Source: an optimization exercise on an open RTL-to-GDS flow (aim: small area and a short achievable clock period). Production flows keep margins and buffers that such runs may drop. In this exercise RTL edits were held to simulation tests only and were not proved equivalent to the original. Power figures rest on the tool's default switching activity, not on a simulated workload.

==> design/flow/design.v <==
`timescale 1ns/10ps
module prefix_add #(parameter int W = 32) (
    input  logic [W-1:0] a, b,
    input  logic         cin,
    output logic [W-1:0] sum,
    output logic         cout
);
    logic [W:0] g, p;
    always_comb begin
        g[0] = cin;
        p[0] = 1'b0;
        for (int k = 1; k <= W; k++) begin
            g[k] = a[k-1] & b[k-1];
            p[k] = a[k-1] ^ b[k-1];
        end
        for (int l = 0; (1 << l) <= W; l++)
            for (int k = 0; k <= W; k++)
                if ((k >> l) & 1) begin
                    g[k] = g[k] | (p[k] & g[((k >> l) << l) - 1]);
                    p[k] = p[k] & p[((k >> l) << l) - 1];
                end
    end
    always_comb
        for (int i = 0; i < W; i++)
            sum[i] = a[i] ^ b[i] ^ g[i];
    assign cout = g[W];
endmodule
`timescale 1ns/10ps
module branch_cond (
    input  logic [3:0] cc,
    input  logic       n, z, c, v,
    output logic       taken
);
    always_comb begin
        case (cc)
            4'b0000: taken = z;
            4'b0001: taken = !z;
            4'b0010: taken = c;
            4'b0011: taken = !c;
            4'b0100: taken = n;
            4'b0101: taken = !n;
            4'b0110: taken = v;
            4'b0111: taken = !v;
            4'b1000: taken = c && !z;
            4'b1001: taken = !c || z;
            4'b1010: taken = n == v;
            4'b1011: taken = n != v;
            4'b1100: taken = !z && (n == v);
            4'b1101: taken = z || (n != v);
            default: taken = 1'b0;
        endcase
    end
endmodule
`timescale 1ns/10ps
module cpu_top (
    input  logic clk,
    input  logic rst,
    input  logic activate,  
    input  logic isolate,   
    output logic [31:0] imem_addr,
    input  logic [15:0] imem_data,
    output logic [31:0] dmem_addr,
    output logic        dmem_wren,
    output logic        dmem_rden,
    output logic [31:0] dmem_wrdata,
    input  logic [31:0] dmem_rddata
);
    logic [31:0] pc, pc_prev;
    logic [15:0] instr;
    logic [31:0] r [0:7];
    logic [31:0] r13, r14;
    logic        n_reg, z_reg, c_reg, v_reg;
    logic        rst_q;      
    logic [31:0] a_ex, b_ex;
    logic [ 4:0] imm_ex;         
    logic        str_ex, add_ex, sub_ex, sh_ex;
    logic [ 3:0] lut_ex;         
    logic [ 1:0] shop_ex;        
    logic [ 3:0] fm_ex;          
    logic        rw_ex, mw_ex, mr_ex, bl_ex;
    logic [ 3:0] wa_ex;
    logic [31:0] exo_mem, wd_mem;
    logic        rw_mem, mw_mem, mr_mem;
    logic [ 3:0] wa_mem;
    logic [31:0] wb_val;
    logic        rw_wb;
    logic [ 3:0] wa_wb;
    logic d_addsub_reg, d_addsub_imm, d_movimm, d_dp, d_sdi, d_mov, d_bx, d_bl;
    logic d_ldr, d_str, d_sp, d_cb, d_b, d_cmp;
    logic [3:0] dpop;
    assign dpop         = instr[9:6];
    assign d_addsub_reg = instr[15:10] == 6'b000110;
    assign d_addsub_imm = instr[15:10] == 6'b000111;
    assign d_movimm     = instr[15:11] == 5'b00100;
    assign d_dp         = instr[15:10] == 6'b010000;
    assign d_sdi        = instr[15:10] == 6'b010001;
    assign d_mov        = d_sdi && instr[9:8] == 2'b10;
    assign d_bx         = d_sdi && instr[9:7] == 3'b110;
    assign d_bl         = d_sdi && instr[9:6] == 4'b0100;
    assign d_ldr        = instr[15:11] == 5'b01101;
    assign d_str        = instr[15:11] == 5'b01100;
    assign d_sp         = instr[15:8] == 8'b10110000;
    assign d_cb         = instr[15:12] == 4'b1101;
    assign d_b          = instr[15:11] == 5'b11100;
    assign d_cmp        = d_dp && dpop == 4'b1010;
    logic dp_and, dp_eor, dp_shift, dp_orr, dp_mvn;
    assign dp_and   = d_dp && dpop == 4'b0000;
    assign dp_eor   = d_dp && dpop == 4'b0001;
    assign dp_shift = d_dp && (dpop == 4'b0010 || dpop == 4'b0011 || dpop == 4'b0100 || dpop == 4'b0111);
    assign dp_orr   = d_dp && dpop == 4'b1100;
    assign dp_mvn   = d_dp && dpop == 4'b1111;
    logic [2:0] rd;
    logic [3:0] ra1, wa;
    logic [2:0] ra2;
    assign rd  = d_movimm ? instr[10:8] : instr[2:0];
    assign ra1 = d_sp ? 4'd13 : (d_mov || d_bx) ? instr[6:3] : d_cmp ? {1'b0, instr[2:0]} : {1'b0, instr[5:3]};
    assign ra2 = d_addsub_reg ? instr[8:6] : d_cmp ? instr[5:3] : instr[2:0];
    assign wa  = d_bl ? 4'd14 : d_sp ? 4'd13 : {1'b0, rd};
    logic dec_rw, dec_add, dec_sub, dec_alusrc;
    logic [3:0] dec_lut, dec_fm;
    logic [7:0] dec_imm;
    assign dec_rw = d_addsub_reg || d_addsub_imm || d_movimm || dp_and || dp_eor || dp_shift
                 || dp_orr || dp_mvn || d_mov || d_ldr || d_sp || d_bl;
    assign dec_add = ((d_addsub_reg || d_addsub_imm) && !instr[9]) || d_ldr || d_str || (d_sp && !instr[7]);
    assign dec_sub = ((d_addsub_reg || d_addsub_imm) &&  instr[9]) || d_cmp || (d_sp && instr[7]);
    assign dec_alusrc = d_addsub_imm || d_movimm || d_ldr || d_sp;
    always_comb begin
        if (d_movimm)    dec_lut = 4'b1010;  
        else if (dp_and) dec_lut = 4'b1000;
        else if (dp_eor) dec_lut = 4'b0110;
        else if (dp_orr) dec_lut = 4'b1110;
        else if (dp_mvn) dec_lut = 4'b0011;
        else             dec_lut = 4'b1100;  
    end
    always_comb begin
        if (d_addsub_reg || d_addsub_imm || d_cmp) dec_fm = 4'b1111;
        else if (dp_shift)                         dec_fm = 4'b1110;
        else if (d_movimm || dp_and || dp_eor || dp_orr || dp_mvn) dec_fm = 4'b1100;
        else                                       dec_fm = 4'b0000;
    end
    always_comb begin
        if (d_addsub_imm)        dec_imm = {5'b0, instr[8:6]};
        else if (d_ldr || d_str) dec_imm = {3'b0, instr[10:6]};
        else if (d_sp)           dec_imm = {1'b0, instr[6:0]};
        else                     dec_imm = instr[7:0];
    end
    logic [31:0] b2, sum;
    logic [31:0] low;            
    logic        c31, c32;
    assign b2  = b_ex;
    logic [31:0] pg, pp, hp;
    always_comb begin
        pg[0] = sub_ex;
        pp[0] = 1'b0;
        for (int k = 1; k < 32; k++) begin
            pg[k] = a_ex[k-1] & b2[k-1];
            pp[k] = a_ex[k-1] ^ b2[k-1];
        end
        hp = pp;
        for (int l = 0; l < 5; l++)
            for (int k = 0; k < 32; k++)
                if ((k >> l) & 1) begin
                    pg[k] = pg[k] | (hp[k] & pg[((k >> l) << l) - 1]);
                    hp[k] = hp[k] & hp[((k >> l) << l) - 1];
                end
    end
    always_comb
        for (int k = 0; k < 31; k++)
            low[k] = a_ex[k] ^ b2[k] ^ pg[k];
    assign low[31] = pg[31];
    assign c31 = low[31];
    assign sum = {a_ex[31] ^ b2[31] ^ c31, low[30:0]};
    assign c32 = (a_ex[31] & b2[31]) | ((a_ex[31] | b2[31]) & c31);
    logic [31:0] lg;
    always_comb
        for (int i = 0; i < 32; i++)
            lg[i] = lut_ex[{a_ex[i], b_ex[i]}];
    logic [31:0] hx;
    logic        zsum;
    always_comb begin
        hx[0] = (a_ex[0] ^ b2[0]) ~^ sub_ex;
        for (int i = 1; i < 32; i++)
            hx[i] = (a_ex[i] ^ b2[i]) ~^ (a_ex[i-1] | b2[i-1]);
    end
    assign zsum = &hx;
    logic addsub_ex;
    assign addsub_ex = add_ex || sub_ex;
    logic alu_n, alu_z, alu_c, alu_v;
    assign alu_n = addsub_ex ? sum[31] : lg[31];
    assign alu_z = addsub_ex ? zsum : ~|lg;
    assign alu_c = addsub_ex && (c32 ^ sub_ex);
    assign alu_v = addsub_ex && (a_ex[31] == b2[31]) && (a_ex[31] != sum[31]);
    logic [1:0] fn_x, fc_x, fv_x, fz_y;
    always_comb
        for (int x = 0; x < 2; x++) begin
            fn_x[x] = fm_ex[3] ? (addsub_ex ? (a_ex[31] ^ b2[31] ^ x[0]) : lg[31]) : n_reg;
            fc_x[x] = fm_ex[1] ? (addsub_ex && (((a_ex[31] & b2[31]) | ((a_ex[31] | b2[31]) & x[0])) ^ sub_ex)) : c_reg;
            fv_x[x] = fm_ex[0] ? (addsub_ex && (a_ex[31] == b2[31]) && (a_ex[31] != (a_ex[31] ^ b2[31] ^ x[0]))) : v_reg;
        end
    assign fz_y[0] = fm_ex[2] ? 1'b0 : z_reg;
    assign fz_y[1] = fm_ex[2] ? 1'b1 : z_reg;
    logic [4:0]  k, rot;
    logic        big, lsl, asr, ror, allfill, fill;
    logic [31:0] rv, wrapm, shr;
    assign k    = a_ex[4:0];
    assign big  = |a_ex[31:6];
    assign lsl  = shop_ex == 2'b00;
    assign asr  = shop_ex == 2'b10;
    assign ror  = shop_ex == 2'b11;
    assign rot  = k ^ {5{lsl}};
    assign fill = asr && b_ex[31];
    assign allfill = big || (a_ex[5] && !ror);
    always_comb begin
        rv = lsl ? {b_ex[0], b_ex[31:1]} : b_ex;
        if (rot[0]) rv = {rv[ 0:0], rv[31: 1]};
        if (rot[1]) rv = {rv[ 1:0], rv[31: 2]};
        if (rot[2]) rv = {rv[ 3:0], rv[31: 4]};
        if (rot[3]) rv = {rv[ 7:0], rv[31: 8]};
        if (rot[4]) rv = {rv[15:0], rv[31:16]};
    end
    always_comb
        for (int i = 0; i < 32; i++)
            wrapm[i] = lsl ? (i < k) : ((i + k) >= 32 && !(ror && !a_ex[5]));
    always_comb
        for (int i = 0; i < 32; i++)
            shr[i] = (allfill || wrapm[i]) ? fill : rv[i];
    logic [31:0] ex_out, str_addr;
    prefix_add #(32) add_str (.a(a_ex), .b({27'b0, imm_ex}), .cin(1'b0), .sum(str_addr), .cout());
    assign ex_out = addsub_ex ? sum[31:0] : sh_ex ? shr : lg;
    logic [31:0] mem_out, mem_nold;
    assign mem_nold = exo_mem;
    assign mem_out  = mr_mem ? dmem_rddata : mem_nold;
    assign dmem_addr   = exo_mem;
    assign dmem_wren   = mw_mem;
    assign dmem_rden   = mr_mem;
    assign dmem_wrdata = wd_mem;
    logic [31:0] rf1, rf2;
    always_comb begin
        case (ra1)
            4'd0, 4'd1, 4'd2, 4'd3, 4'd4, 4'd5, 4'd6, 4'd7: rf1 = r[ra1[2:0]];
            4'd13:   rf1 = r13;
            4'd14:   rf1 = r14;
            4'd15:   rf1 = d_bx ? pc : pc_inc;   
            default: rf1 = 32'b0;
        endcase
    end
    logic [31:0] imm32;
    assign imm32 = {24'b0, dec_imm};
    assign rf2 = dec_alusrc ? imm32 : d_bl ? pc_inc : r[ra2];
    logic fe1, fm1, fw1, fe2, fm2, fw2;
    assign fe1 = rw_ex  && wa_ex  == ra1;
    assign fm1 = rw_mem && wa_mem == ra1;
    assign fw1 = rw_wb  && wa_wb  == ra1;
    assign fe2 = !d_bl && !dec_alusrc && rw_ex  && wa_ex  == {1'b0, ra2};
    assign fm2 = !d_bl && !dec_alusrc && rw_mem && wa_mem == {1'b0, ra2};
    assign fw2 = !d_bl && !dec_alusrc && rw_wb  && wa_wb  == {1'b0, ra2};
    logic [31:0] pc_inc;
    prefix_add #(32) add_inc (.a(pc), .b(32'b0), .cin(1'b1), .sum(pc_inc), .cout());
    logic        ld1, ld2;
    logic [31:0] d1, d2;
    assign ld1   = !fe1 && fm1 && mr_mem;
    assign ld2   = !fe2 && fm2 && mr_mem;
    assign d1    = ld1 ? dmem_rddata : fe1 ? ex_out : fm1 ? mem_nold : (fw1 && !d_bx) ? wb_val : rf1;
    assign d2    = ld2 ? dmem_rddata : fe2 ? ex_out : fm2 ? mem_nold : fw2 ? wb_val : rf2;
    logic [3:0] cond_xy;
    logic       cond;
    branch_cond bc0 (.cc(instr[11:8]), .n(fn_x[0]), .z(fz_y[0]), .c(fc_x[0]), .v(fv_x[0]), .taken(cond_xy[0]));
    branch_cond bc1 (.cc(instr[11:8]), .n(fn_x[1]), .z(fz_y[0]), .c(fc_x[1]), .v(fv_x[1]), .taken(cond_xy[1]));
    branch_cond bc2 (.cc(instr[11:8]), .n(fn_x[0]), .z(fz_y[1]), .c(fc_x[0]), .v(fv_x[0]), .taken(cond_xy[2]));
    branch_cond bc3 (.cc(instr[11:8]), .n(fn_x[1]), .z(fz_y[1]), .c(fc_x[1]), .v(fv_x[1]), .taken(cond_xy[3]));
    assign cond = cond_xy[{alu_z, c31}];
    logic [31:0] imm_br, br_tgt, pc_next;
    logic        taken;
    assign imm_br = d_bl ? {{26{instr[5]}}, instr[5:0]}
                  : d_b  ? {{21{instr[10]}}, instr[10:0]}
                  :        {{24{instr[7]}}, instr[7:0]};
    prefix_add #(32) add_br (.a(pc_prev), .b(imm_br), .cin(1'b0), .sum(br_tgt), .cout());
    assign taken  = d_b || d_bl || (d_cb && cond);
    assign pc_next = taken ? br_tgt : d_bx ? d1 : pc_inc;
    assign imem_addr = pc;
    always_ff @(posedge clk) begin
        pc      <= rst ? 32'b0 : pc_next;
        pc_prev <= pc;
        instr   <= rst ? 16'b0 : imem_data;
        rst_q   <= rst;
        a_ex      <= d1;
        b_ex      <= d2 ^ {32{dec_sub}};
        imm_ex    <= instr[10:6];
        str_ex    <= d_str;
        add_ex    <= dec_add;
        sub_ex    <= dec_sub;
        sh_ex     <= dp_shift;
        shop_ex   <= {dpop[2], dpop[0]};
        lut_ex    <= dec_lut;
        wa_ex     <= wa;
        fm_ex     <= rst ? 4'b0 : dec_fm;
        rw_ex     <= !rst && dec_rw;
        mw_ex     <= !rst && d_str;
        mr_ex     <= !rst && d_ldr;
        bl_ex     <= d_bl;
        exo_mem <= bl_ex ? b_ex : str_ex ? str_addr : ex_out;
        wd_mem  <= (rw_mem && wa_mem == wa_ex) ? mem_out : b_ex;
        rw_mem  <= rw_ex;
        mw_mem  <= mw_ex;
        mr_mem  <= mr_ex;
        wa_mem  <= wa_ex;
        wb_val <= mem_out;
        rw_wb  <= rw_mem;
        wa_wb  <= wa_mem;
        if (rst_q) begin
            n_reg <= 1'b0; z_reg <= 1'b0; c_reg <= 1'b0; v_reg <= 1'b0;
        end else begin
            if (fm_ex[3]) n_reg <= alu_n;
            if (fm_ex[2]) z_reg <= alu_z;
            if (fm_ex[1]) c_reg <= alu_c;
            if (fm_ex[0]) v_reg <= alu_v;
        end
    end
    logic [31:0] rf_wd;
    logic [ 9:0] rf_we;      
    assign rf_wd = rst_q ? 32'b0 : wb_val;
    always_comb begin
        for (int i = 0; i < 8; i++)
            rf_we[i] = rst_q || (rw_wb && wa_wb == i);
        rf_we[8] = rst_q || (rw_wb && wa_wb == 4'd13);
        rf_we[9] = rst_q || (rw_wb && wa_wb == 4'd14);
    end
    always_ff @(posedge clk) begin
        for (int i = 0; i < 8; i++)
            if (rf_we[i]) r[i] <= rf_wd;
        if (rf_we[8]) r13 <= rf_wd;
        if (rf_we[9]) r14 <= rf_wd;
    end
endmodule
==> design/flow/flow/run.sh <==
#!/bin/bash
# Standard ORFS layout (the standard.sh, unchanged synthesis), with the
# timing repair steps asked to leave setup slack margin so that they
# optimise for a shorter period than the 14 ns constraint.
set -euo pipefail
bash standard.sh SETUP_SLACK_MARGIN=9.7 finish > standard_flow.log 2>&1
==> design/flow/standard.sh <==
#!/bin/bash
# synth_recipe.tcl (not shown) runs the flow's synth.tcl, then flattens the netlist and writes it again
# the make line also repeats each setting of config.mk as NAME=value (left out here)
make -C /OpenROAD-flow-scripts/flow DESIGN_CONFIG=/design/flow/config.mk WORK_HOME=/design/flow/orfs CLKGATE_MAP_FILE= SYNTH_SCRIPT=/design/flow/synth_recipe.tcl "${@:-finish}"
==> design/flow/config.mk <==
export PLATFORM = sky130hd
export DESIGN_NAME = cpu_top
export DESIGN_NICKNAME = cpu_top
export VERILOG_FILES = /design/flow/design.v
export SDC_FILE = /design/flow/constraint.sdc
export NUM_CORES = 4
export LEC_CHECK = 0
export CAP_MARGIN = 20
export CORE_MARGIN = 2
export CORE_UTILIZATION = 50
export SLEW_MARGIN = 20
export TNS_END_PERCENT = 5
==> design/flow/constraint.sdc <==
create_clock -name core_clock -period 14.0 [get_ports {clk}]
set_input_delay 2.8000 -clock core_clock [delete_from_list [all_inputs] [get_ports {clk}]]
set_output_delay 2.8000 -clock core_clock [all_outputs]
set_load 0.01 [all_outputs]
==> run summary, run 1 <==
- Row count: 101
- Worst Skew: 0.0351 ns
- Ys async rst share: 0%
- Most flops, register: r
- CTS Sinks: 601
- Syn avg cell area: 9.47 um2
- CTS Buffer Depth: 3
- Seq cells post-synth: 601
- Largest register FFs: 256
- Core outline area: 75700 um2
- Path depth of the worst reg2reg path: 13
- Max Fclk: 0.217 GHz
- Nets: 4273
- Die Ht: 280 um
- Starting density of the core: 50.4%
- Largest family of logic cells by synthesized area: compound AO/OA/AOI/OAI gates
- Hold path startpoint: mw_ex
- Top FF cell, synth: edfxtp_1
- Synth Area in XOR/XNOR: 5.08%
- Worst Path Required: 14.46 ns
- Pre-antenna DRT Iters: 8
- Drt drc: 0
- CP max FO: 55
- H-tree levels: 3
- Total gr overflow: 0
- Pleak: 0.0164 uW
- Slew Viols, Final: 0
- Area grow syn2layout: 16.2%
- Worst hold path class: register to register
- Synth cell types: 99
- YS warnings: 5
- Syn Inst Count: 4027
- Final Setup Violations: 0
- Post-CTS Hold Buffers: 0
- Antenna viol nets, final: 0
- Vias in the first global route: 33.3k
- Adder-cell share of the synthesized area: 4.07%
- Compound-cell area share of the yosys netlist: 20.2%
- Final WL: 175000 um
- Full die area: 78500 um2
- Status: no timing/DRC/antenna violations
- Syn nets: 4196
- DR vias/cell: 7.06
- CTS tree: done
- Max_cap viols: 0
- GRT Overall Usage: 43.8%
- Crit path arrival time: 5.07 ns
- Largest net degree at the start of global routing: 70
- GP Congestion: 1.05
- Sequential area share after synthesis: 39.9%
- CP startpoint kind: register
- Antenna violations before repair: 9
- Worst Setup Path Type: register to register
- Hold Crit Depth: 0
- Syn Std Cell Area: 38100 um2
- Post-synthesis simple-gate area fraction: 16.7%
- Unrepaired setup endpoints after global routing: true
- Hpwl dp: 122000 um
- Root Driver: clkbuf_16
- Mux cell area share after synthesis: 9.37%
- Num CTS Buffers: 68
- WL/cell: 34.1 um
- R2r endpoint: exo_mem[18]
- I/O Pins: 150
- Worst Hold End: mw_mem
- Worst-Margin Slew: 1.16 ns
- DR vias: 36.3k
- Peak supply drop: 113 uV
- Layout cells sized above 1: 16.8%
- Die Wd: 280 um
- Fin crit period: 4.61 ns
- Placed instance count: 4950
- Port Buffers: 147
- Reg-to-reg startpoint: imm_ex[2]
- Pwr/cell area: 151 nW/um2
- Post-synth EDFFs: 320
- Final Hold Viols: 0
- Worst skew pair latency: 0.63 ns
- First-pass GRT wire length: 247000 um
- Reg2reg setup slack: 9.39 ns
- Final non-filler cell total: 5135
- Starting DRC count in detailed routing: 5283
- Setup TNS Final: 0 ns
- Critical path capture point type: register
- Max transition margin: 20.6%
- Period utilization: 32.9%
- Reg clk slew, reported paths: 0.07 ns
[what timing repair did]
action / in CTS / in global routing
pin swaps: 17 / 11
gates resized for setup: 192 / 86
gates cloned: 8 / 0
endpoints found under the setup margin: 188 / 179
buffers inserted: 37 / 17
[synthesized netlist by cell type, types with 66 or more instances]
master	number	area share, %
a21oi_1	191	2.5
clkbuf_1	222	2.2
dfxtp_1	281	15
edfxtp_1	320	25
ha_1	105	3.4
inv_1	118	1.2
mux2i_1	105	2.8
mux4_2	82	4.8
nand2_1	429	4.2
nand3_1	144	1.9
nor2_1	237	2.3
nor2b_1	86	1.4
nor3_1	99	1.3
o21ai_0	222	2.9
xnor2_1	155	3.6
xor2_1	66	1.5
[worst max-delay path by stage]
stage / cells after the start / endpoint / from
floorplan: 18 / pc[31] / a_ex[0]
global placement: 16 / pc[31] / instr[14]
detailed placement: 16 / pc[31] / instr[14]
CTS: 1 / imem_addr[24] / pc[24]
global route: 18 / pc[31] / instr[8]
finish: 13 / exo_mem[18] / imm_ex[2]
[power breakdown]
part | switching, uW | internal (uW)
Clock | 779 | 978
Combinational | 1480 | 970
Sequential | 301 | 2170
Total | 2560 | 4110
[per-layer routing]
| layer | part of all wire, % | up-vias | global-route usage (%) |
|---|---|---|---|
| met2 | 42 | 2609 | 65.0 |
| met4 | 7.5 | 4 | 26.3 |
| met3 | 12 | 564 | 10.2 |
| met5 | 0.015 | - | 0 |
| met1 | 38 | 17700 | 58.2 |
| li1 | - | 15400 | - |
[stage by stage]
stage | hold slack, ns | total power (uW) | worst slack (ns) | util [%] | instance area (um2)
after floorplan | 0.310 | 3750 | 9.76 | - | 38200
after global routing | 0.326 | 6870 | 9.41 | 58.6 | 44300
after global placement | 0.312 | 4700 | 7.98 | 53.7 | 40600
after detailed placement | 0.314 | 4700 | 7.89 | 53.7 | 40600
final | 0.322 | 6680 | 9.39 | 58.6 | 44300
after CTS | 0.324 | 6550 | 9.44 | 58.0 | 43900
[final cells by class]
| type | count | area, um2 |
|---|---|---|
| well taps | 978 | 1220 |
| clock inverters | 32 | 283 |
| inverters | 121 | 480 |
| diodes | 4 | 10.0 |
| multi-input cells | 2991 | 22000 |
| flip-flops and latches | 601 | 15400 |
| repair buffers | 321 | 3100 |
| fillers | 6729 | 31400 |
| clock buffers | 87 | 1840 |
[layout by cell type (no fill, tap or decap), types with 94 or more instances in the layout]
cell type / count
clkdlybuf4s50_1: 144
inv_1: 114
buf_4: 137
xnor2_1: 148
nor2_1: 230
ha_1: 100
mux2i_1: 104
nor3_1: 94
dfxtp_1: 212
a21oi_1: 185
nand2_1: 421
edfxtp_1: 320
nand3_1: 139
o21ai_0: 218
[cells by family (layout without fill, tap and decap cells)]
kind of cell    after synthesis  count (layout)
compound gates             1112            1113
xor+xnor                    221             221
fa+ha+maj                   117             117
buf+inv                     439             561
flops                       601             601
mux                         247             247
other cells                   0               4
simple gates               1290            1293
[critical path: stages, from the launching register on]
cell	delay, ns
dfxtp_1	0.29
buf_4	0.28
nor2_4	0.24
buf_6	0.36
xnor2_2	0.16
buf_6	0.35
mux4_2	0.55
mux2i_1	0.24
nand2_1	0.08
o21ai_0	0.10
a21oi_1	0.20
a211oi_1	0.80
mux2i_1	0.16
o21ai_0	0.47
==> run 2: changes to the inputs <==
--- a/design/flow/flow/run.sh
+++ b/design/flow/flow/run.sh
@@ -4,3 +4,3 @@
 # optimise for a shorter period than the 14 ns constraint.
 set -euo pipefail
-bash standard.sh SETUP_SLACK_MARGIN=9.7 finish > standard_flow.log 2>&1
+bash standard.sh SETUP_SLACK_MARGIN=10.4 finish > standard_flow.log 2>&1
==> run summary, run 2 <==
- Starting DRC count in detailed routing: 5867
- Worst Path Required: 11.20 ns
- CP peak stage delay: 0.47 ns
- Port Buffers: 147
- YS warnings: 5
- CTS Sinks: 601
- Seq cells post-synth: 601
- Pleak: 0.0177 uW
- Vias in the first global route: 34.3k
- GP Congestion: 1.00
- Pwr/cell area: 147 nW/um2
- Max transition margin: 24.8%
- Commonest non-fill, non-tap cell in the layout: nand2_1
- Hpwl dp: 122000 um
- Hold Crit Depth: 0
- Combinational fraction of design power: 37.4%
- Pre-antenna DRT Iters: 6
- Starting density of the core: 50.4%
- Syn Inst Count: 4027
- Final Hold Viols: 0
- Clock power share: 26.9%
- Synth cell types: 99
- Antenna viol nets, final: 0
- Final WL: 185000 um
- Syn nets: 4196
- Switching part of the total: 38.3%
- Status: no timing/DRC/antenna violations
- Main area contributors after synthesis: edfxtp_1, dfxtp_1, mux4_2
- Synth area leader: edfxtp_1
- Drt drc: 0
- Fin crit period: 4.25 ns
- Critical path capture point type: output pin
- Syn avg cell area: 9.47 um2
- Final Cell Area: 47000 um2
- First-pass GRT wire length: 256000 um
- Die Wd: 280 um
- Sequential power share: 35.7%
- H-tree levels: 3
- Worst Hold End: mw_mem
- Full die area: 78500 um2
- DR vias/cell: 7.10
- Num CTS Buffers: 69
- Setup TNS Final: 0 ns
- Cells along the critical path: dlygate4sd2_1
- Sw Pwr: 2650 uW
- Crit path arrival time: 1.45 ns
- Largest delay contributor family on the critical path: flip-flops
- Largest register FFs: 256
- Path depth of the worst reg2reg path: 17
- Layout cells sized above 1: 22.6%
- Internal: 4260 uW
- CP max stage cell: dfxtp_2
- Total gr overflow: 0
- Row count: 101
- Post-synth EDFFs: 320
- Reg clk slew, reported paths: 0.06 ns
- Area grow syn2layout: 23.2%
- Syn Std Cell Area: 38100 um2
- Period utilization: 30.4%
- Final Setup Violations: 0
- Fillers: 6338
- Worst Setup Path Type: register to output pin
- Commonest cells after routing, fill and taps aside: nand2_1, edfxtp_1, nor2_1, o21ai_0, buf_4
- DR vias: 37.4k
- Worst hold path class: register to register
- CTS Buffer Depth: 3
- Antenna violations before repair: 15
- Largest net degree at the start of global routing: 71
- Ys async rst share: 0%
- Hold Slack: 0.324 ns
- Slew Viols, Final: 0
- Sequential area share after synthesis: 39.9%
- Reg-to-reg startpoint: a_ex[0]
- Nets: 4391
- Share of the synthesized area in the top cell type: 25.2%
- Root Driver: clkbuf_16
- Reg2reg setup slack: 9.78 ns
- Synth cell count leaders: nand2_1, edfxtp_1, dfxtp_1
- Stages on the worst setup path: 1
- Worst skew pair latency: 0.63 ns
- Core outline area: 75700 um2
- CP startpoint kind: register
- Unrepaired setup endpoints after global routing: true
- R2r endpoint: pc[31]
- Most flops, register: r
- GRT Overall Usage: 45.7%
- Max_cap viols: 0
- Worst Skew: 0.0309 ns
- Max Fclk: 0.235 GHz
- Hold path startpoint: mw_ex
- Top FF cell, synth: edfxtp_1
- CTS tree: done
- Area after DPL: 40700 um2
- Most numerous cell in the Yosys netlist: nand2_1
- Worst-Margin Slew: 1.13 ns
- CP max FO: 6
- WL/cell: 35.2 um
- Worst path bufs/invs: 1
- Die Ht: 280 um
- I/O Pins: 150
- Peak supply drop: 115 uV
==> run 2: cell types whose count changed in the layout (fill, tap and decap cells not counted), sizes merged, moves of 2 or more <==
cell | previous run | this run
buf | 171 | 270
bufbuf | 4 | 11
inv | 121 | 118
clkbuf | 87 | 98
clkdlybuf4s15 | 0 | 3
dlygate4sd2 | 1 | 94
diode | 4 | 12
bufinv | 2 | 4
clkinvlp | 6 | 8
clkdlybuf4s50 | 144 | 47
==> run 2: through the flow <==
stage               utilization, %  total power (uW)  instances  setup slack [ns]
finish                        62.1              6910       5266              9.75
CTS                           60.6              6700       5210              9.76
detailed placement            53.7              4690       4942              8.22
global route                  62.0              7090       5256              9.73
floorplan                        -              3750       4027              9.92
global placement              53.7              4690       4942              8.23
==> run 2: logic make-up after synthesis <==
kind of cell               count (synthesis)  share of synthesized area [%]
and+or+nand+nor                         1290                           16.7
AOI/OAI and AO/OA                       1112                           20.2
DFF                                      601                           39.9
buffers and inverters                    439                           4.62
muxes                                    247                           9.37
xor gates and xnor gates                 221                           5.08
adders and majority gates                117                           4.07
==> run 2: final cells by class <==
class	count	area (um2)	share of cell area (%)
repair buffers	432	4550	9.69
flip-flops and latches	601	15500	33.0
well taps	978	1220	2.60
diodes	12	30.0	0.0639
clock inverters	33	334	0.711
repair inverters	1	8.76	0.0186
inverters	121	503	1.07
clock buffers	92	1940	4.13
multi-input cells	2996	22900	48.7
==> run 2: how the worst max path moves through the flow <==
stage                               end      start
after global placement           pc[31]    a_ex[0]
after CTS                        pc[31]    a_ex[0]
after floorplan                  pc[31]  instr[13]
after global routing             pc[31]    a_ex[0]
after detailed placement         pc[31]    a_ex[0]
final                     imem_addr[15]     pc[15]
==> run 2: what timing repair did <==
action / CTS / global route
endpoints found under the setup margin: 235 / 237
setup buffers: 118 / 38
resized for setup: 525 / 154
hold buffers: 0 / 0
gates cloned: 25 / 5
endpoints found under the hold margin: 0 / 0
pin swaps: 52 / 39
==> run 2: power by group through the flow <==
stage | Combinational [uW] | Clock, uW | Sequential [uW]
after floorplan | 1390 | 0 | 2360
after global placement | 2230 | 0 | 2470
after detailed placement | 2220 | 0 | 2470
after CTS | 2410 | 1850 | 2440
after global routing | 2680 | 1920 | 2480
final | 2580 | 1860 | 2470
==> run 2: routing by layer <==
| metal | global-route usage [%] | up-vias | share of wire, % |
|---|---|---|---|
| li1 | - | 15700 | - |
| met1 | 58.0 | 18000 | 36 |
| met2 | 67.5 | 2960 | 42 |
| met3 | 13.0 | 721 | 13 |
| met4 | 30.9 | 12 | 9.0 |
| met5 | 0 | - | 0.042 |
==> run 3: changes to the inputs <==
==> design/flow/flow/run.sh (replaced) <==
#!/bin/bash
# Standard ORFS layout (the standard.sh, unchanged synthesis), with the
# timing repair steps asked to leave setup slack margin so that they
# optimise for a shorter period than the 14 ns constraint, and the port
# buffers made as plain buf_2 cells (the resizer still sizes them).
set -euo pipefail
bash standard.sh SETUP_SLACK_MARGIN=10.4 \
  "BUFFER_PORTS_ARGS=-buffer_cell sky130_fd_sc_hd__buf_2" finish > standard_flow.log 2>&1
==> run summary, run 3 <==
- Period utilization: 30.6%
- CTS tree: done
- Area after DPL: 40000 um2
- Num CTS Buffers: 70
- CP max stage cell: o22ai_1
- Layout cells sized above 1: 26.4%
- Drt drc: 0
- I/O Pins: 150
- Antenna violations before repair: 17
- GP Congestion: 1.05
- Adder-cell share of the synthesized area: 4.07%
- CP max FO: 49
- Final Setup Violations: 0
- Worst hold path class: register to register
- DR vias/cell: 7.17
- Overall Power: 6980 uW
- CTS Sinks: 601
- Worst path bufs/invs: 1
- Post-synthesis simple-gate area fraction: 16.7%
- Worst Path Required: 14.55 ns
- Most numerous cell in the Yosys netlist: nand2_1
- Peak supply drop: 109 uV
- Path depth of the worst reg2reg path: 10
- Seq cells post-synth: 601
- DR vias: 38.0k
- Top FF cell, synth: edfxtp_1
- Syn Std Cell Area: 38100 um2
- Full die area: 78500 um2
- Hpwl dp: 120000 um
- Status: no timing/DRC/antenna violations
- Final WL: 184000 um
- Largest net degree at the start of global routing: 65
- Mux cell area share after synthesis: 9.37%
- Most flops, register: r
- Synth Area in XOR/XNOR: 5.08%
- Largest register FFs: 256
- Compound-cell area share of the yosys netlist: 20.2%
- Core outline area: 75700 um2
- Ys async rst share: 0%
- Syn avg cell area: 9.47 um2
- Max_cap viols: 0
- Total gr overflow: 0
- Starting density of the core: 50.4%
- Largest delay contributor family on the critical path: simple AND/OR/NAND/NOR gates
- Commonest non-fill, non-tap cell in the layout: nand2_1
- Row count: 101
- CTS Buffer Depth: 3
- Port Buffers: 147
- Sequential area share after synthesis: 39.9%
- Share of the synthesized area in the top cell type: 25.2%
- Critical path capture point type: register
- Reg-to-reg startpoint: instr[11]
- Die Ht: 280 um
- Placed instance count: 4946
- CP startpoint kind: register
- Root Driver: clkbuf_16
- Post-layout util: 62.3%
- Commonest cells after routing, fill and taps aside: nand2_1, edfxtp_1, nor2_1, buf_4, o21ai_0
- Post-CTS Hold Buffers: 0
- Crit path arrival time: 4.84 ns
- Pwr/cell area: 148 nW/um2
- Final non-filler cell total: 5301
- Worst Hold End: mr_mem
- Hold path startpoint: mr_ex
- Unrepaired setup endpoints after global routing: true
- Syn nets: 4196
- Worst skew pair latency: 0.66 ns
- Reg clk slew, reported paths: 0.06 ns
- Die Wd: 280 um
- Vias in the first global route: 34.8k
- GRT Overall Usage: 44.9%
- Final Hold Viols: 0
- Cells along the critical path: nor2_2 -> nand4_1 -> nand3_4 -> buf_6 -> nand2_4 -> o22ai_1 -> a2111oi_0 -> o31a_1 -> a211o_1 -> a221oi_1
- Nets: 4432
- CP peak stage delay: 0.53 ns
- YS warnings: 5
- Main area contributors after synthesis: edfxtp_1, dfxtp_1, mux4_2
- R2r endpoint: pc[24]
- Fin crit period: 4.29 ns
- Worst-Margin Slew: 1.22 ns
- Pleak: 0.0180 uW
- Final Cell Area: 47200 um2
- Synth cell types: 99
- Max Fclk: 0.233 GHz
- Synth area leader: edfxtp_1
- Setup TNS Final: 0 ns
- Area grow syn2layout: 23.7%
- Hold Crit Depth: 0
- Worst Setup Path Type: register to register
- Starting DRC count in detailed routing: 5977
- Fillers: 6294
- WL/cell: 34.8 um
- Reg2reg setup slack: 9.71 ns
- Pre-antenna DRT Iters: 6
- Syn Inst Count: 4027
- Post-synth EDFFs: 320
- Antenna viol nets, final: 0
- Largest family of logic cells by synthesized area: compound AO/OA/AOI/OAI gates
- H-tree levels: 3
- Worst Skew: 0.0505 ns
- Synth cell count leaders: nand2_1, edfxtp_1, dfxtp_1
- Max transition margin: 17.6%
- First-pass GRT wire length: 253000 um
- Slew Viols, Final: 0
==> run 3: per-stage QoR <==
step / hold WS, ns / setup slack, ns
after floorplan: 0.310 / 9.92
after global placement: 0.310 / 7.82
after detailed placement: 0.318 / 7.80
after CTS: 0.333 / 9.74
after global routing: 0.347 / 9.66
final: 0.337 / 9.71
==> run 3: worst register-to-register path: stages, from the launching register on <==
cell and delay, ns:
dfxtp_4 0.44, nor2_2 0.53, nand4_1 0.51, nand3_4 0.44, buf_6 0.48, nand2_4 0.27, o22ai_1 0.53, a2111oi_0 0.17
o31a_1 0.37, a211o_1 0.24, a221oi_1 0.25
==> run 3: cell families after synthesis <==
family	count (synthesis)
and+or+nand+nor	1290
AOI/OAI and AO/OA	1112
DFF	601
buffers and inverters	439
muxes	247
xor gates and xnor gates	221
adders and majority gates	117
==> run 3: what timing repair did <==
item / in CTS / in global routing
gates resized for setup: 394 / 188
pin swaps: 60 / 61
gates cloned: 27 / 11
endpoints found under the hold margin: 0 / 0
setup endpoints to repair: 230 / 227
buffers inserted: 125 / 60
==> run 3: where the power goes <==
group          total, uW  switching [uW]  leakage [uW]  internal [uW]
clock               1850             810       0.00112           1040
sequential          2460             288       0.00563           2170
combinational       2670            1600        0.0113           1070
==> run 3: routing by layer <==
metal / global-route usage (%) / part of all wire (%)
met5: 0 / 0.035
met3: 13.3 / 14
met1: 56.7 / 35
met2: 65.6 / 42
met4: 32.0 / 9.4
==> run 3: layout make-up <==
type | count | area, um2 | share of cell area [%]
Multi-Input combinational cell | 2992 | 23000 | 48.6
Clock buffer | 93 | 1930 | 4.10
Tap cell | 978 | 1220 | 2.59
Sequential cell | 601 | 15400 | 32.6
Clock inverter | 32 | 379 | 0.803
Timing Repair Buffer | 476 | 4720 | 10.0
Antenna cell | 7 | 17.5 | 0.0371
Inverter | 121 | 541 | 1.15
Timing Repair inverter | 1 | 16.3 | 0.0345
==> run 3: how the worst max path moves through the flow <==
stage / from / end / slack [ns] / cells past startpoint
floorplan: instr[13] / pc[31] / 9.92 / 17
global placement: a_ex[0] / pc[31] / 7.82 / 17
detailed placement: a_ex[0] / pc[31] / 7.80 / 17
CTS: pc[23] / imem_addr[23] / 9.74 / 1
global route: a_ex[0] / pc[31] / 9.66 / 19
finish: instr[11] / pc[24] / 9.71 / 10
==> run 4: changes to the inputs <==
--- a/design/flow/design.v
+++ b/design/flow/design.v
@@ -52,4 +52,36 @@
     end
 endmodule
+module idec (
+    input  logic [15:0] i,
+    output logic [ 3:0] ra1,      
+    output logic [ 2:0] ra2,      
+    output logic [ 3:0] wa,       
+    output logic        rw,       
+    output logic        alusrc,   
+    output logic        bl, bx, b, cb
+);
+    logic addsub_reg, addsub_imm, movimm, dp, sdi, mov, ldr, sp, cmp, dp_rw;
+    assign addsub_reg = i[15:10] == 6'b000110;
+    assign addsub_imm = i[15:10] == 6'b000111;
+    assign movimm     = i[15:11] == 5'b00100;
+    assign dp         = i[15:10] == 6'b010000;
+    assign sdi        = i[15:10] == 6'b010001;
+    assign mov        = sdi && i[9:8] == 2'b10;
+    assign bx         = sdi && i[9:7] == 3'b110;
+    assign bl         = sdi && i[9:6] == 4'b0100;
+    assign ldr        = i[15:11] == 5'b01101;
+    assign sp         = i[15:8] == 8'b10110000;
+    assign cb         = i[15:12] == 4'b1101;
+    assign b          = i[15:11] == 5'b11100;
+    assign cmp        = dp && i[9:6] == 4'b1010;
+    assign dp_rw      = dp && (i[9:6] == 4'b0000 || i[9:6] == 4'b0001 || i[9:6] == 4'b0010
+                            || i[9:6] == 4'b0011 || i[9:6] == 4'b0100 || i[9:6] == 4'b0111
+                            || i[9:6] == 4'b1100 || i[9:6] == 4'b1111);
+    assign ra1    = sp ? 4'd13 : (mov || bx) ? i[6:3] : cmp ? {1'b0, i[2:0]} : {1'b0, i[5:3]};
+    assign ra2    = addsub_reg ? i[8:6] : cmp ? i[5:3] : i[2:0];
+    assign wa     = bl ? 4'd14 : sp ? 4'd13 : {1'b0, movimm ? i[10:8] : i[2:0]};
+    assign rw     = addsub_reg || addsub_imm || movimm || dp_rw || mov || ldr || sp || bl;
+    assign alusrc = addsub_imm || movimm || ldr || sp;
+endmodule
 `timescale 1ns/10ps
 module cpu_top (
@@ -111,9 +143,6 @@
     assign dp_mvn   = d_dp && dpop == 4'b1111;
     logic [2:0] rd;
-    logic [3:0] ra1, wa;
-    logic [2:0] ra2;
+    logic [3:0] wa;
     assign rd  = d_movimm ? instr[10:8] : instr[2:0];
-    assign ra1 = d_sp ? 4'd13 : (d_mov || d_bx) ? instr[6:3] : d_cmp ? {1'b0, instr[2:0]} : {1'b0, instr[5:3]};
-    assign ra2 = d_addsub_reg ? instr[8:6] : d_cmp ? instr[5:3] : instr[2:0];
     assign wa  = d_bl ? 4'd14 : d_sp ? 4'd13 : {1'b0, rd};
     logic dec_rw, dec_add, dec_sub, dec_alusrc;
@@ -235,11 +264,38 @@
     assign dmem_rden   = mr_mem;
     assign dmem_wrdata = wd_mem;
+    logic [15:0] iw;
+    logic [ 3:0] if_ra1;
+    logic [ 2:0] if_ra2;
+    logic        if_alusrc, if_bl, if_bx, if_b, if_cb, if_g2;
+    assign iw = rst ? 16'b0 : imem_data;
+    idec dec_if (.i(iw), .ra1(if_ra1), .ra2(if_ra2), .wa(), .rw(), .alusrc(if_alusrc),
+                 .bl(if_bl), .bx(if_bx), .b(if_b), .cb(if_cb));
+    assign if_g2 = !if_bl && !if_alusrc;
+    logic [3:0] ra1_q;
+    logic [2:0] ra2_q;
+    logic       alusrc_q, bl_q, bx_q, b_q, cb_q;
+    logic       fe1, fm1, fw1, fe2, fm2, fw2;
+    always_ff @(posedge clk) begin
+        ra1_q    <= if_ra1;
+        ra2_q    <= if_ra2;
+        alusrc_q <= if_alusrc;
+        bl_q     <= if_bl;
+        bx_q     <= if_bx;
+        b_q      <= if_b;
+        cb_q     <= if_cb;
+        fe1 <= !rst && dec_rw && wa == if_ra1;
+        fm1 <= rw_ex  && wa_ex  == if_ra1;
+        fw1 <= rw_mem && wa_mem == if_ra1;
+        fe2 <= if_g2 && !rst && dec_rw && wa == {1'b0, if_ra2};
+        fm2 <= if_g2 && rw_ex  && wa_ex  == {1'b0, if_ra2};
+        fw2 <= if_g2 && rw_mem && wa_mem == {1'b0, if_ra2};
+    end
     logic [31:0] rf1, rf2;
     always_comb begin
-        case (ra1)
-            4'd0, 4'd1, 4'd2, 4'd3, 4'd4, 4'd5, 4'd6, 4'd7: rf1 = r[ra1[2:0]];
+        case (ra1_q)
+            4'd0, 4'd1, 4'd2, 4'd3, 4'd4, 4'd5, 4'd6, 4'd7: rf1 = r[ra1_q[2:0]];
             4'd13:   rf1 = r13;
             4'd14:   rf1 = r14;
-            4'd15:   rf1 = d_bx ? pc : pc_inc;   
+            4'd15:   rf1 = bx_q ? pc : pc_inc;   
             default: rf1 = 32'b0;
         endcase
@@ -247,12 +303,5 @@
     logic [31:0] imm32;
     assign imm32 = {24'b0, dec_imm};
-    assign rf2 = dec_alusrc ? imm32 : d_bl ? pc_inc : r[ra2];
-    logic fe1, fm1, fw1, fe2, fm2, fw2;
-    assign fe1 = rw_ex  && wa_ex  == ra1;
-    assign fm1 = rw_mem && wa_mem == ra1;
-    assign fw1 = rw_wb  && wa_wb  == ra1;
-    assign fe2 = !d_bl && !dec_alusrc && rw_ex  && wa_ex  == {1'b0, ra2};
-    assign fm2 = !d_bl && !dec_alusrc && rw_mem && wa_mem == {1'b0, ra2};
-    assign fw2 = !d_bl && !dec_alusrc && rw_wb  && wa_wb  == {1'b0, ra2};
+    assign rf2 = alusrc_q ? imm32 : bl_q ? pc_inc : r[ra2_q];
     logic [31:0] pc_inc;
     prefix_add #(32) add_inc (.a(pc), .b(32'b0), .cin(1'b1), .sum(pc_inc), .cout());
@@ -261,5 +310,5 @@
     assign ld1   = !fe1 && fm1 && mr_mem;
     assign ld2   = !fe2 && fm2 && mr_mem;
-    assign d1    = ld1 ? dmem_rddata : fe1 ? ex_out : fm1 ? mem_nold : (fw1 && !d_bx) ? wb_val : rf1;
+    assign d1    = ld1 ? dmem_rddata : fe1 ? ex_out : fm1 ? mem_nold : (fw1 && !bx_q) ? wb_val : rf1;
     assign d2    = ld2 ? dmem_rddata : fe2 ? ex_out : fm2 ? mem_nold : fw2 ? wb_val : rf2;
     logic [3:0] cond_xy;
@@ -272,10 +321,10 @@
     logic [31:0] imm_br, br_tgt, pc_next;
     logic        taken;
-    assign imm_br = d_bl ? {{26{instr[5]}}, instr[5:0]}
-                  : d_b  ? {{21{instr[10]}}, instr[10:0]}
+    assign imm_br = bl_q ? {{26{instr[5]}}, instr[5:0]}
+                  : b_q  ? {{21{instr[10]}}, instr[10:0]}
                   :        {{24{instr[7]}}, instr[7:0]};
     prefix_add #(32) add_br (.a(pc_prev), .b(imm_br), .cin(1'b0), .sum(br_tgt), .cout());
-    assign taken  = d_b || d_bl || (d_cb && cond);
-    assign pc_next = taken ? br_tgt : d_bx ? d1 : pc_inc;
+    assign taken  = b_q || bl_q || (cb_q && cond);
+    assign pc_next = taken ? br_tgt : bx_q ? d1 : pc_inc;
     assign imem_addr = pc;
     always_ff @(posedge clk) begin
==> design/flow/flow/run.sh (replaced) <==
#!/bin/bash
# Standard ORFS layout (the standard.sh, unchanged synthesis), with the
# timing repair steps asked to leave setup slack margin so that they
# optimise for a shorter period than the 14 ns constraint.
set -euo pipefail
bash standard.sh SETUP_SLACK_MARGIN=10.4 finish > standard_flow.log 2>&1
==> run summary, run 4 <==
- Share of the synthesized area in the top cell type: 25.2%
- Unrepaired setup endpoints after global routing: true
- Final Setup Violations: 0
- WL/cell: 32.3 um
- Area grow syn2layout: 20.3%
- GP Congestion: 1.01
- Post-layout util: 60.7%
- Largest net degree at the start of global routing: 77
- Synth cell types: 95
- Final WL: 164000 um
- Syn Inst Count: 3883
- Most flops, register: r
- Peak supply drop: 142 uV
- Port Buffers: 147
- Vias in the first global route: 32.9k
- Full die area: 78500 um2
- Core outline area: 75700 um2
- Syn avg cell area: 9.83 um2
- Commonest cells after routing, fill and taps aside: edfxtp_1, nor2_1, nand2_1, a21oi_1, o21ai_0
- Max_cap viols: 0
- DR vias/cell: 6.91
- Antenna viol nets, final: 0
- Die Wd: 280 um
- Layout cells sized above 1: 21.8%
- DR vias: 35.1k
- CTS tree: done
- Worst-Margin Slew: 1.13 ns
- Hold Slack: 0.324 ns
- Worst Setup Path Type: input port to register
- Slew Viols, Final: 0
- Pleak: 0.0173 uW
- Ys async rst share: 0%
- Period utilization: 29.8%
- Top FF cell, synth: edfxtp_1
- CTS Sinks: 619
- Synth area leader: edfxtp_1
- Pwr/cell area: 151 nW/um2
- Commonest non-fill, non-tap cell in the layout: edfxtp_1
- Die Ht: 280 um
- Hpwl dp: 113000 um
- Total gr overflow: 0
- I/O Pins: 150
- CP startpoint kind: input port
- Seq cells post-synth: 619
- Root Driver: clkbuf_16
- Worst hold path class: register to register
- YS warnings: 5
- Status: no timing/DRC/antenna violations
- Starting density of the core: 50.4%
- Synth cell count leaders: edfxtp_1, dfxtp_1, nor2_1
- Starting DRC count in detailed routing: 4844
- Reg clk slew, reported paths: 0.06 ns
- Setup TNS Final: 0 ns
- Nets: 4206
- Drt drc: 0
- Sequential area share after synthesis: 40.9%
- Fin crit period: 4.17 ns
- H-tree levels: 3
- Post-synth EDFFs: 320
- Worst Path Required: 14.52 ns
- Max Fclk: 0.240 GHz
- Worst Skew: 0.0444 ns
- Row count: 101
- CTS Buffer Depth: 3
- Post-CTS Hold Buffers: 0
- Worst skew pair latency: 0.65 ns
- Largest register FFs: 256
- Syn nets: 4051
- GRT Overall Usage: 40.1%
- Max transition margin: 24.4%
- CP max FO: 3
- Main area contributors after synthesis: edfxtp_1, dfxtp_1, mux4_2
- Pre-antenna DRT Iters: 6
- Critical path capture point type: register
- Syn Std Cell Area: 38200 um2
- Crit path arrival time: 4.68 ns
- Final Hold Viols: 0
- Most numerous cell in the Yosys netlist: edfxtp_1
- Num CTS Buffers: 69
- Antenna violations before repair: 7
- First-pass GRT wire length: 231000 um
run 4: changes by cell type after synthesis, sizes merged, moves of 31 or more:
cell / delta
nand2: -157
nand3: -73
a221oi: +56
a21oi: +53
nor2: +53
mux2i: +43
inv: +37
nor3: -31
run 4: metal layers:
| metal | global-route usage [%] | up-vias | share of wire, % |
|---|---|---|---|
| li1 | - | 15000 | - |
| met3 | 7.03 | 494 | 9.7 |
| met2 | 62.8 | 2284 | 45 |
| met5 | 0 | - | 0.016 |
| met4 | 23.3 | 4 | 7.7 |
| met1 | 52.4 | 17300 | 38 |
run 4: cell families (layout without fill, tap and decap cells):
kind of cell / count (synthesis) / count (layout) / share of synthesized area (%)
AOI/OAI and AO/OA: 1108 / 1108 / 19.7
and+or+nand+nor: 1050 / 1053 / 13.7
DFF: 619 / 619 / 40.9
buffers and inverters: 467 / 673 / 4.78
muxes: 311 / 311 / 12.0
xor gates and xnor gates: 212 / 212 / 4.89
adders and majority gates: 116 / 116 / 4.06
other: 0 / 2 / 0
run 4: critical path, cell delays in order:
cell             delay [ns]
clkdlybuf4s50_1        0.41
mux2i_1                0.63
inv_1                  0.13
o21ai_0                0.22
mux2i_1                0.22
o21ai_1                0.19
o21ai_1                0.08
run 4: final timing paths:
kind | slack (ns) | to | start | cells after the start
worst min register to register | 0.32 | mr_mem | mr_ex | 0
worst min-delay path | 0.32 | mr_mem | mr_ex | 0
worst max-delay path | 9.83 | pc[1] | dmem_rddata[1] | 7
worst max register to register | 9.86 | pc[4] | shop_ex[0] | 12
run 4: per-stage QoR:
stage               cells  setup slack, ns  total power [uW]  area [um2]
global route         5070             9.84              7110       45900
global placement     4798             8.18              4640       40500
floorplan            3883             9.49              3770       38200
finish               5072             9.83              6910       45900
CTS                  5003             9.92              6740       44800
detailed placement   4798             8.15              4670       40500
run 4: layout make-up:
type	instances	area, um2
clock buffer	90	1900
fill	6291	29800
antenna	2	5.00
tap	978	1220
clock inverter	35	524
inverter	162	644
multi-input combinational	2800	22000
timing repair buffer	386	3710
sequential	619	15900
run 4: power breakdown:
group	internal, uW	switching, uW
registers	2220	283
logic	993	1490
clock network	1130	806
run 4: repair_timing:
item / CTS / global route
resized for setup: 549 / 106
pin swaps: 40 / 29
cloned: 9 / 11
endpoints found under the setup margin: 254 / 248
buffers inserted: 71 / 56
==> run 5: changes to the inputs <==
==> design/flow/flow/run.sh (replaced) <==
#!/bin/bash
# Standard ORFS layout (the standard.sh, unchanged synthesis), with the
# timing repair steps asked to leave setup slack margin so that they
# optimise for a shorter period than the 14 ns constraint, and the port
# buffers made as plain buf_2 cells (the resizer still sizes them).
set -euo pipefail
bash standard.sh SETUP_SLACK_MARGIN=10.4 \
  "BUFFER_PORTS_ARGS=-buffer_cell sky130_fd_sc_hd__buf_2" finish > standard_flow.log 2>&1
--- a/design/flow/config.mk
+++ b/design/flow/config.mk
@@ -6,4 +6,5 @@
 export NUM_CORES = 4
 export LEC_CHECK = 0
+export ABC_AREA = 1
 export CAP_MARGIN = 20
 export CORE_MARGIN = 2
==> run summary, run 5 <==
- Status: no timing/DRC/antenna violations
- Period utilization: 29.3%
- Share of the synthesized area in the top cell type: 25.3%
- Max transition margin: 24.2%
- Worst Setup Path Type: register to output pin
- Drt drc: 0
- Nets: 5442
- Synth cell types: 62
- Compound-cell area share of the yosys netlist: 16.4%
- Peak supply drop: 91.7 uV
- WL/cell: 24.8 um
- Most numerous cell in the Yosys netlist: nand2_1
- Combinational fraction of design power: 31.2%
- Worst skew pair latency: 0.66 ns
- Overall Power: 6340 uW
- Total gr overflow: 0
- Crit path arrival time: 1.31 ns
- Core outline area: 75600 um2
- Final Setup Violations: 0
- First-pass GRT wire length: 227000 um
- Main area contributors after synthesis: edfxtp_1, dfxtp_1, nand2_1
- CTS Sinks: 619
- Setup slack at placement: 8.57 ns
- Antenna violations before repair: 4
- CP max stage cell: dfxtp_2
- Worst Path Required: 11.20 ns
- Critical path capture point type: output pin
- Pre-antenna DRT Iters: 9
- Placed instance count: 6120
- Max Fclk: 0.244 GHz
- Cells along the critical path: buf_2
- Synth cell count leaders: nand2_1, nand3_1, inv_1
- Syn avg cell area: 7.35 um2
- Largest delay contributor family on the critical path: flip-flops
- Fin crit period: 4.11 ns
- Row count: 101
- DR vias/cell: 6.13
- Post-layout util: 57.2%
- Switching part of the total: 38.0%
- Unrepaired setup endpoints after global routing: true
- Post-synthesis simple-gate area fraction: 27.9%
- Die Wd: 279 um
- CTS Buffer Depth: 3
- Clock power share: 30.1%
- Synth Area in XOR/XNOR: 2.62%
- CP peak stage delay: 0.48 ns
- Setup slack after layout: 9.89 ns
- GP Congestion: 1.01
- Mux cell area share after synthesis: 0%
- Top FF cell, synth: edfxtp_1
- Syn nets: 5333
- Port Buffers: 147
- Slew Viols, Final: 0
- Root Driver: clkbuf_16
- Worst Skew: 0.0521 ns
- Largest net degree at the start of global routing: 92
- Starting density of the core: 50.2%
- Largest register FFs: 256
- YS warnings: 5
- Most flops, register: r
- Syn Inst Count: 5165
- Ys async rst share: 0%
- GRT Overall Usage: 38.9%
- Setup TNS Final: 0 ns
- Syn Std Cell Area: 37900 um2
- CP startpoint kind: register
- Num CTS Buffers: 71
- Die Ht: 279 um
- Worst-Margin Slew: 1.13 ns
- CTS tree: done
- Sequential area share after synthesis: 41.1%
- Seq cells post-synth: 619
- Reg clk slew, reported paths: 0.06 ns
- Antenna viol nets, final: 0
- Commonest non-fill, non-tap cell in the layout: nand2_1
- I/O Pins: 150
- Internal: 3930 uW
- Full die area: 78100 um2
- Commonest cells after routing, fill and taps aside: nand2_1, nand3_1, inv_1, o21ai_0, nor2_1
- Largest family of logic cells by synthesized area: simple AND/OR/NAND/NOR gates
- Starting DRC count in detailed routing: 5312
- Area grow syn2layout: 14.0%
- Worst hold path class: register to register
- Worst path bufs/invs: 1
- Fillers: 7239
- Seq. cell area: 15700 um2
- Adder-cell share of the synthesized area: 4.08%
- Synth area leader: edfxtp_1
- Vias in the first global route: 35.3k
- Final Hold Viols: 0
- DR vias: 38.7k
- H-tree levels: 3
- CP max FO: 5
- Post-synth EDFFs: 320
- Pwr/cell area: 146 nW/um2
- Layout cells sized above 1: 11.6%
- Max_cap viols: 0
- Sequential power share: 38.7%
- Final non-filler cell total: 6310
- Final WL: 156000 um
- Area occupied by multi-input gates: 20000 um2
- Hpwl dp: 113000 um
- Pleak: 0.0185 uW
- Sw Pwr: 2410 uW
- Post-CTS Hold Buffers: 0
run 5: cell count changes after synthesis, moves of 99 or more:
cell / delta
nor2b_1: -99
xnor2_1: -117
nand2_1: +1110
inv_1: +332
o21ai_0: +183
mux4_2: -112
mux2i_1: -148
nand3_1: +464
run 5: cells by family (layout without fill, tap and decap cells):
family | after synthesis | after routing
other | 0 | 1
AO/OA/AOI/OAI | 1067 | 1067
flip-flops | 619 | 619
AND/OR/NAND/NOR | 2494 | 2496
XOR/XNOR | 111 | 111
buffers and inverters | 758 | 922
adder cells (fa/ha/maj) | 116 | 116
run 5: what timing repair did:
| item | in CTS | in global routing |
|---|---|---|
| setup buffers | 37 | 13 |
| pin swaps | 17 | 12 |
| gates cloned | 7 | 2 |
| setup endpoints to repair | 245 | 190 |
| resized for setup | 138 | 66 |
run 5: cell type report:
type	instances	share of cell area, %
inverter	509	4.61
sequential	619	36.3
timing repair inverter	3	0.0550
tap	978	2.83
multi-input combinational	3790	46.2
timing repair buffer	280	4.52
antenna	1	0.00578
clock inverter	39	1.12
clock buffer	91	4.40
run 5: metal layers:
metal | wire length, um | GRT usage (%)
met1 | 63600 | 54.5
met2 | 65700 | 57.4
met3 | 18800 | 8.49
met4 | 8110 | 17.9
met5 | 65 | 0
run 5: worst paths after layout:
check	slack [ns]	to	cells after the start	startpoint
max	9.89	imem_addr[27]	1	pc[27]
min	0.33	mw_mem	0	mw_ex
max reg2reg	10.07	b_ex[0]	14	ra2_q[2]
min reg2reg	0.33	mw_mem	0	mw_ex
run 5: per-stage QoR:
stage | area (um2) | hold WS (ns)
after floorplan | 38000 | 0.310
after global placement | 39700 | 0.315
after detailed placement | 39700 | 0.312
after CTS | 42900 | 0.326
after global routing | 43300 | 0.328
final | 43300 | 0.326
run 5: power groups by stage:
stage / registers, uW / clock network, uW / logic, uW
2_1_floorplan: 2410 / 0 / 1210
3_3_place_gp: 2470 / 0 / 1820
3_5_place_dp: 2470 / 0 / 1830
4_1_cts: 2440 / 1910 / 1900
5_1_grt: 2470 / 1980 / 2160
6_report: 2450 / 1910 / 1980
==> run 6: changes to the inputs <==
--- a/design/flow/config.mk
+++ b/design/flow/config.mk
@@ -6,5 +6,4 @@
 export NUM_CORES = 4
 export LEC_CHECK = 0
-export ABC_AREA = 1
 export CAP_MARGIN = 20
 export CORE_MARGIN = 2
==> run summary, run 6 <==
- Status: no timing/DRC/antenna violations
- Max transition margin: 20.8%
- H-tree levels: 3
- Worst-Margin Slew: 1.19 ns
- WL/cell: 30.6 um
- Unrepaired setup endpoints after global routing: true
- Starting DRC count in detailed routing: 4545
- Syn Inst Count: 3883
- YS warnings: 5
- Most numerous cell in the Yosys netlist: edfxtp_1
- Ys async rst share: 0%
- Switching part of the total: 36.8%
- Post-layout util: 58.8%
- Clock power share: 28.5%
- Worst skew pair latency: 0.64 ns
- Final Hold Viols: 0
- Setup TNS Final: 0 ns
- Max Fclk: 0.244 GHz
- Vias in the first global route: 31.5k
- DR vias/cell: 6.78
- GP Congestion: 1.04
- Crit path arrival time: 4.66 ns
- GRT Overall Usage: 38.4%
- Full die area: 78500 um2
- CP max FO: 7
- Total gr overflow: 0
- Fin crit period: 4.10 ns
- Commonest cells after routing, fill and taps aside: edfxtp_1, nor2_1, nand2_1, a21oi_1, o21ai_0
- Synth cell count leaders: edfxtp_1, dfxtp_1, nor2_1
- Largest delay contributor family on the critical path: simple AND/OR/NAND/NOR gates
- Worst path bufs/invs: 7
- Antenna viol nets, final: 0
- Placed instance count: 4799
- Hpwl dp: 106000 um
- Commonest non-fill, non-tap cell in the layout: edfxtp_1
- Nets: 4165
- CTS tree: done
- Seq cells post-synth: 619
- Fillers: 6471
- Pwr/cell area: 152 nW/um2
- CP startpoint kind: register
- CP peak stage delay: 0.51 ns
- Row count: 101
- Post-synth EDFFs: 320
- Layout cells sized above 1: 22.4%
- Largest net degree at the start of global routing: 96
- Internal: 4270 uW
- Share of the synthesized area in the top cell type: 25.2%
- Starting density of the core: 50.4%
- Pleak: 0.0168 uW
- Core outline area: 75700 um2
- Final Setup Violations: 0
- Area grow syn2layout: 16.7%
- Synth cell types: 95
- CP dominant cell by count: buf_6
- Reg clk slew, reported paths: 0.07 ns
- Syn avg cell area: 9.83 um2
- Antenna violations before repair: 2
- Main area contributors after synthesis: edfxtp_1, dfxtp_1, mux4_2
- Syn nets: 4051
- Max_cap viols: 0
- Synth area leader: edfxtp_1
- Syn Std Cell Area: 38200 um2
- Top FF cell, synth: edfxtp_1
- Root Driver: clkbuf_16
- Sw Pwr: 2490 uW
- Drt drc: 0
- Slew Viols, Final: 0
- Pre-antenna DRT Iters: 9
- Die Wd: 280 um
- Worst hold path class: register to register
- Cells along the critical path: buf_16 -> mux4_2 -> nor4_4 -> nand4_1 -> nor3_4 -> buf_6 -> nor3_4 -> a221oi_2 -> a211oi_2 -> buf_4 -> o311ai_4 -> buf_6 -> nand2_8 -> buf_4 -> buf_6 -> buf_12 -> a211oi_1
- Peak supply drop: 145 uV
- DR vias: 34.1k
- Critical path capture point type: register
- Largest register FFs: 256
- CP max stage cell: mux4_2
- Combinational fraction of design power: 34.7%
- Post-CTS Hold Buffers: 0
- Num CTS Buffers: 71
- First-pass GRT wire length: 221000 um
- Worst Skew: 0.0223 ns
- Port Buffers: 147
- Most flops, register: r
- CTS Buffer Depth: 3
- Sequential power share: 36.8%
- Final non-filler cell total: 5035
- Sequential area share after synthesis: 40.9%
- I/O Pins: 150
- Worst Setup Path Type: register to register
- Die Ht: 280 um
- Final WL: 154000 um
- CTS Sinks: 619
- Period utilization: 29.3%
- Worst Path Required: 14.56 ns
==> run 6: power by group through the flow <==
| stage | logic [uW] | clock network (uW) | registers, uW |
|---|---|---|---|
| 2_1_floorplan | 1380 | 0 | 2390 |
| 3_3_place_gp | 2060 | 0 | 2490 |
| 3_5_place_dp | 2060 | 0 | 2500 |
| 4_1_cts | 2230 | 1940 | 2470 |
| 5_1_grt | 2460 | 2010 | 2510 |
| 6_report | 2340 | 1920 | 2490 |
==> run 6: area by class of cell <==
| cell class | instances | area (um2) | area share, % |
|---|---|---|---|
| diodes | 2 | 5.00 | 0.0112 |
| well taps | 978 | 1220 | 2.75 |
| clock buffers | 90 | 1930 | 4.34 |
| flip-flops and latches | 619 | 15900 | 35.6 |
| clock inverters | 41 | 472 | 1.06 |
| inverters | 162 | 637 | 1.43 |
| multi-input cells | 2797 | 21600 | 48.6 |
| repair buffers | 346 | 2770 | 6.22 |
==> run 6: per-stage QoR <==
step | power [uW] | cell area (um2) | setup WS (ns) | hold slack (ns)
after CTS | 6640 | 44000 | 9.96 | 0.326
after floorplan | 3770 | 38200 | 9.49 | 0.310
final | 6750 | 44500 | 9.90 | 0.326
after detailed placement | 4550 | 39800 | 8.16 | 0.314
after global placement | 4550 | 39800 | 8.15 | 0.310
after global routing | 6970 | 44500 | 9.83 | 0.336
==> run 6: worst paths after layout <==
kind             to  cells past startpoint  slack (ns)       from
max reg2reg  pc[25]                     17        9.90  lut_ex[3]
max          pc[25]                     17        9.90  lut_ex[3]
min          mr_mem                      0        0.33      mr_ex
min reg2reg  mr_mem                      0        0.33      mr_ex
==> run 6: repair_timing <==
item | in CTS | in global routing
pin swaps | 48 | 35
gates cloned | 8 | 1
resized for setup | 293 | 73
setup endpoints to repair | 248 | 228
setup buffers | 69 | 25
==> run 6: kinds of logic after synthesis <==
| group | after synthesis | share of synthesized area, % |
|---|---|---|
| AOI/OAI and AO/OA | 1108 | 19.7 |
| and+or+nand+nor | 1050 | 13.7 |
| DFF | 619 | 40.9 |
| xor gates and xnor gates | 212 | 4.89 |
| buffers and inverters | 467 | 4.78 |
| adders and majority gates | 116 | 4.06 |
| muxes | 311 | 12.0 |
==> run 6: metal layers <==
metal  global-route usage (%)  wire, um  vias up
met5                        0         0        -
met4                     24.1     11000        0
met3                     6.49     15000      440
met2                     57.7     67200     2154
met1                     51.6     60600    16600
li1                         -         -    14900

## what the ideal ports hide
The flow's constraints put no driver on any port. The routed layouts listed below were extracted and timed again, unchanged, in two steps.
Step 1 (the two cells are an assumption about what drives the block):
set clk [get_ports {clk}]
set_driving_cell -lib_cell sky130_fd_sc_hd__clkbuf_16 $clk
set_driving_cell -lib_cell sky130_fd_sc_hd__buf_2 [delete_from_list [all_inputs] $clk]
Step 2 moves the port delays by t, midway between the first and last clock arrival at a register: inputs arrive t later, outputs are due t later. That takes back most of the time a late clock gives input paths.
Three values: no drivers, after step 1, after step 2; two values: the first two.
| run | t (ns) | setup slack, ns | worst setup path at the end | latest minus earliest clock arrival (ns) | pins driven straight from the clock port |
|---|---|---|---|---|---|
| run 1 | 0.688 | 9.393 / 9.349 / 8.984 | input to register | 0.036 / 0.036 | 1 |
| run 2 | 0.689 | 9.748 / 9.676 / 9.183 | input to register | 0.032 / 0.032 | 1 |
| run 3 | 0.704 | 9.714 / 9.662 / 9.331 | input to register | 0.055 / 0.055 | 1 |
| run 4 | 0.704 | 9.833 / 9.835 / 9.168 | input to register | 0.046 / 0.045 | 1 |
| run 5 | 0.700 | 9.895 / 9.821 / 9.256 | input to register | 0.062 / 0.061 | 1 |
| run 6 | 0.704 | 9.901 / 9.896 / 9.234 | input to register | 0.024 / 0.024 | 1 |
After both steps every run listed still meets setup and hold. For run 6, which loses most, drivers alone change the setup slack by -0.005 ns; drivers and shift together by -0.667 ns.
